From an optimization exercise on the open Yosys and OpenROAD flow, aimed at small area, a short achievable clock period and few clock cycles per item; shortcuts taken in it are not production practice.
No activity file was given, so power comes from the tool's default toggle rates.

==> amber: inputs <==
Design madd_pipeline, start of the top module:
module madd_pipeline #(parameter data_width = 16, parameter n_blocks = 256, parameter full_width = 2 * data_width + 8, parameter n_channels = 16)
	(
		input wire clk,
		input wire reset,
		input wire enable,
		input  wire in_valid,
		output wire in_ready,
		output wire out_valid,
		input  wire out_ready,
		input  wire [$clog2(n_blocks) - 1 : 0] block_in,
		output wire [$clog2(n_blocks) - 1 : 0] block_out,
		input wire [4:0] shift,
		input wire shift_disable,
		input wire signedness,
		input wire saturate_disable,
		input wire signed [data_width - 1 : 0] arg_a_in,
		input wire signed [data_width - 1 : 0] arg_b_in,
		input wire signed [data_width - 1 : 0] arg_c_in,
		output wire signed [full_width - 1 : 0] result_out,
		input  wire [ch_addr_w - 1 : 0] dest_in,
		output wire [ch_addr_w - 1 : 0] dest_out,
		input  wire [4 - 1 : 0] commit_id_in,
		output wire [4 - 1 : 0] commit_id_out,
		input wire commit_flag_in,
		output wire commit_flag_out
	);
	localparam ch_addr_w = $clog2(n_channels);
	wire [3:0] s4  = ~shift[3:0];
	wire       big = shift[4];
	wire [3:0] sa  = (shift_disable | big) ? 4'd0 : s4;
	wire [16:0] a_ext = {signedness & arg_a_in[15], arg_a_in};
	wire [16:0] b_ext = {signedness & arg_b_in[15], arg_b_in};
	wire [33:0] c_ext = {{18{signedness & arg_c_in[15]}}, arg_c_in};
	wire [33:0] c_sh  = c_ext << sa;
	wire [33:0] rnd   = (sa == 4'd0) ? 34'd0 : (34'd1 << (sa - 4'd1));
	wire [33:0] crow  = big ? 34'd0 : (c_sh | rnd);
	wire pp1;
	wire pp2;
	wire pp3;
	wire pp4;
	wire pp5;
	wire pp6;
	wire pp7;
	wire pp8;
	wire pp9;
	wire pp10;
	wire pp11;
  ...
clock: 7.5 ns
lec_check: 0
abc_area: 1
cap_margin: 20
core_margin: 2
core_utilization: 40
setup_slack_margin: 2.5
slew_margin: 20
standard.sh (not shown) runs the stock make flow with config.mk's settings and CLKGATE_MAP_FILE= SYNTH_SCRIPT=/design/flow/synth_recipe.tcl, a recipe that flattens the netlist after the stock synthesis.
==> flow/flow/run.sh <==
#!/bin/bash
# Own layout flow: the standard flow (standard.sh, unchanged synthesis),
# with the port buffers that buffer_ports inserts made plain sky130 buffers
# (buffer_ports otherwise picks clkdlybuf4s50_1, a slow 10 um2 delay cell).
# The full output of the flow goes to flow_standard.log in this folder.
set -euo pipefail
cd "$(dirname "$0")/.."
EXTRA=()
if [[ -f flow/extra.mk ]]; then
  while IFS= read -r line; do
    [[ -z "$line" || "$line" == \#* ]] && continue
    EXTRA+=("$line")
  done < flow/extra.mk
fi
bash standard.sh "BUFFER_PORTS_ARGS=-buffer_cell sky130_fd_sc_hd__buf_2" ${EXTRA[@]+"${EXTRA[@]}"} finish > flow_standard.log 2>&1
==> pepper (differences from amber) <==
--- a/flow/design.v
+++ b/flow/design.v
@@ -30,13 +30,13 @@
 	wire       big = shift[4];
 	wire [3:0] sa  = (shift_disable | big) ? 4'd0 : s4;
 	wire [16:0] a_ext = {signedness & arg_a_in[15], arg_a_in};
 	wire [16:0] b_ext = {signedness & arg_b_in[15], arg_b_in};
 	wire [33:0] c_ext = {{18{signedness & arg_c_in[15]}}, arg_c_in};
-	wire [33:0] c_sh  = c_ext << sa;
-	wire [33:0] rnd   = (sa == 4'd0) ? 34'd0 : (34'd1 << (sa - 4'd1));
-	wire [33:0] crow  = big ? 34'd0 : (c_sh | rnd);
+	wire [33:0] c_sh = c_ext << sa;
+	wire [33:0] rnd  = (sa == 4'd0) ? 34'd0 : (34'd1 << (sa - 4'd1));
+	wire [33:0] crow = big ? 34'd0 : (c_sh | rnd);
 	wire pp1;
 	wire pp2;
 	wire pp3;
 	wire pp4;
 	wire pp5;
@@ -1064,12 +1064,12 @@
 	assign c498 = (crow[31] & c430) | (crow[31] & s431) | (c430 & s431);
 	assign s499 = crow[32] ^ s433 ^ c432;
 	assign c500 = (crow[32] & s433) | (crow[32] & c432) | (s433 & c432);
 	assign s501 = pp162 ^ c434 ^ crow[33];
 	assign c502 = (pp162 & c434) | (pp162 & crow[33]) | (c434 & crow[33]);
-	wire [33:0] row0 = {s501, s499, s497, s495, s493, s491, c488, c486, s485, s483, s481, c478, c476, c474, c472, c470, c468, c466, c464, c462, c460, c458, c456, c454, c452, c450, c448, c446, c444, c442, c440, c438, c436, crow[0]};
-	wire [33:0] row1 = {c500, c498, c496, c494, c492, c490, s489, s487, c484, c482, c480, s479, s477, s475, s473, s471, s469, s467, s465, s463, s461, s459, s457, s455, s453, s451, s449, s447, s445, s443, s441, s439, s437, s435};
+	wire [33:0] row0 = {s501, c498, s497, s495, s493, s491, c488, c486, s485, s483, s481, c478, c476, c474, c472, c470, c468, c466, c464, c462, c460, c458, c456, c454, c452, c450, c448, c446, c444, c442, c440, c438, c436, crow[0]};
+	wire [33:0] row1 = {c500, s499, c496, c494, c492, c490, s489, s487, c484, c482, c480, s479, s477, s475, s473, s471, s469, s467, s465, s463, s461, s459, s457, s455, s453, s451, s449, s447, s445, s443, s441, s439, s437, s435};
 	reg        v_q;
 	reg [3:0]  sh_q;
 	reg        big_q, rb_en_q, satd_q, sg_q;
 	reg [15:0] c_q;
 	reg [7:0]  block_q;
==> flow/run.sh (new file) <==
#!/bin/bash
# synth_recipe.tcl (not shown) runs the flow's synth.tcl, then flattens the netlist and writes it again
# the make line also repeats each setting of config.mk as NAME=value (left out here)
make -C /OpenROAD-flow-scripts/flow DESIGN_CONFIG=/design/flow/config.mk WORK_HOME=/design/flow/orfs CLKGATE_MAP_FILE= SYNTH_SCRIPT=/design/flow/synth_recipe.tcl finish
Settings changed: SETUP_SLACK_MARGIN 2.5 to 2.0.
removed: flow/flow/run.sh
removed: flow/standard.sh
==> cedar (differences from amber) <==
--- a/flow/design.v
+++ b/flow/design.v
@@ -30,13 +30,13 @@
 	wire       big = shift[4];
 	wire [3:0] sa  = (shift_disable | big) ? 4'd0 : s4;
 	wire [16:0] a_ext = {signedness & arg_a_in[15], arg_a_in};
 	wire [16:0] b_ext = {signedness & arg_b_in[15], arg_b_in};
 	wire [33:0] c_ext = {{18{signedness & arg_c_in[15]}}, arg_c_in};
-	wire [33:0] c_sh  = c_ext << sa;
-	wire [33:0] rnd   = (sa == 4'd0) ? 34'd0 : (34'd1 << (sa - 4'd1));
-	wire [33:0] crow  = big ? 34'd0 : (c_sh | rnd);
+	wire [33:0] c_sh = c_ext << sa;
+	wire [33:0] rnd  = (sa == 4'd0) ? 34'd0 : (34'd1 << (sa - 4'd1));
+	wire [33:0] crow = big ? 34'd0 : (c_sh | rnd);
 	wire pp1;
 	wire pp2;
 	wire pp3;
 	wire pp4;
 	wire pp5;
@@ -1064,12 +1064,12 @@
 	assign c498 = (crow[31] & c430) | (crow[31] & s431) | (c430 & s431);
 	assign s499 = crow[32] ^ s433 ^ c432;
 	assign c500 = (crow[32] & s433) | (crow[32] & c432) | (s433 & c432);
 	assign s501 = pp162 ^ c434 ^ crow[33];
 	assign c502 = (pp162 & c434) | (pp162 & crow[33]) | (c434 & crow[33]);
-	wire [33:0] row0 = {s501, s499, s497, s495, s493, s491, c488, c486, s485, s483, s481, c478, c476, c474, c472, c470, c468, c466, c464, c462, c460, c458, c456, c454, c452, c450, c448, c446, c444, c442, c440, c438, c436, crow[0]};
-	wire [33:0] row1 = {c500, c498, c496, c494, c492, c490, s489, s487, c484, c482, c480, s479, s477, s475, s473, s471, s469, s467, s465, s463, s461, s459, s457, s455, s453, s451, s449, s447, s445, s443, s441, s439, s437, s435};
+	wire [33:0] row0 = {s501, c498, s497, s495, s493, s491, c488, c486, s485, s483, s481, c478, c476, c474, c472, c470, c468, c466, c464, c462, c460, c458, c456, c454, c452, c450, c448, c446, c444, c442, c440, c438, c436, crow[0]};
+	wire [33:0] row1 = {c500, s499, c496, c494, c492, c490, s489, s487, c484, c482, c480, s479, s477, s475, s473, s471, s469, s467, s465, s463, s461, s459, s457, s455, s453, s451, s449, s447, s445, s443, s441, s439, s437, s435};
 	reg        v_q;
 	reg [3:0]  sh_q;
 	reg        big_q, rb_en_q, satd_q, sg_q;
 	reg [15:0] c_q;
 	reg [7:0]  block_q;
==> flow/run.sh (new file) <==
#!/bin/bash
# synth_recipe.tcl (not shown) runs the flow's synth.tcl, then flattens the netlist and writes it again
# the make line also repeats each setting of config.mk as NAME=value (left out here)
make -C /OpenROAD-flow-scripts/flow DESIGN_CONFIG=/design/flow/config.mk WORK_HOME=/design/flow/orfs CLKGATE_MAP_FILE= SYNTH_SCRIPT=/design/flow/synth_recipe.tcl finish
Settings changed: SETUP_SLACK_MARGIN 2.5 to 1.0.
removed: flow/flow/run.sh
removed: flow/standard.sh
==> comparison <==
- The lowest combinational power belongs to cedar, the highest to amber.
- The lowest routed wire length belongs to cedar, the highest to amber.
- Sequential power: pepper is smaller than amber (about 5%).
- First-iteration DRC count: cedar > amber > pepper.
- The highest utilization belongs to amber, the lowest to cedar.
==> figures <==
quantity	cedar	pepper	amber
Result of the run	timing/DRC/antenna clean	timing/DRC/antenna clean	timing/DRC/antenna clean
Most common cell type on the critical path	sky130_fd_sc_hd__nand2_1	sky130_fd_sc_hd__fa_1	sky130_fd_sc_hd__nand2_4
Total power	6.210 mW	6.685 mW	7.355 mW
Sequential power	1.03 mW	1.05 mW	1.10 mW
Worst hold slack	0.4888 ns	0.4871 ns	0.4675 ns
Number of signal-net buffers in the layout	172	204	268
Half-perimeter wire length of the detailed placement result	44,410 um	44,410 um	43,320 um
Final worst path period share	81.41%	72.60%	69.62%
Fraction of standard cell area in multi-input logic	59.92%	60.66%	61.63%
Number of setup buffers added after CTS	0	17	47
GR met2 Demand/Resource	43.14%	43.97%	44.14%
GR Layer Usage met1	33.37%	33.65%	33.98%
No functional check of the RTL was part of any run of this note.

[port drivers added, routing unchanged]
In the flow no input, the clock included, has a driving cell. The finished layouts below were timed again as built, in two steps.
Step 1 (the two cells are an assumption about what drives the block):
set clk [get_ports {clk}]
set_driving_cell -lib_cell sky130_fd_sc_hd__clkbuf_16 $clk
set_driving_cell -lib_cell sky130_fd_sc_hd__buf_2 [delete_from_list [all_inputs] $clk]
Step 2 also shifts input and output timing later by t, the mid clock arrival at the registers, as if the neighbouring blocks saw the same clock.
Three values: no drivers, after step 1, after step 2; two values: the first two.
run	t, ns	slack for setup (ns)	worst setup path at the end	pins driven straight from the clock port
amber	0.424	2.279 / 2.228 / 2.158	input to register	1
pepper	0.430	2.055 / 2.055 / 1.656	input to register	1
cedar	0.431	1.394 / 1.340 / 1.155	input to register	1
After both steps every run listed still meets setup and hold. For pepper, which loses most, drivers alone change the setup slack by 0.000 ns; drivers and shift together by -0.399 ns.
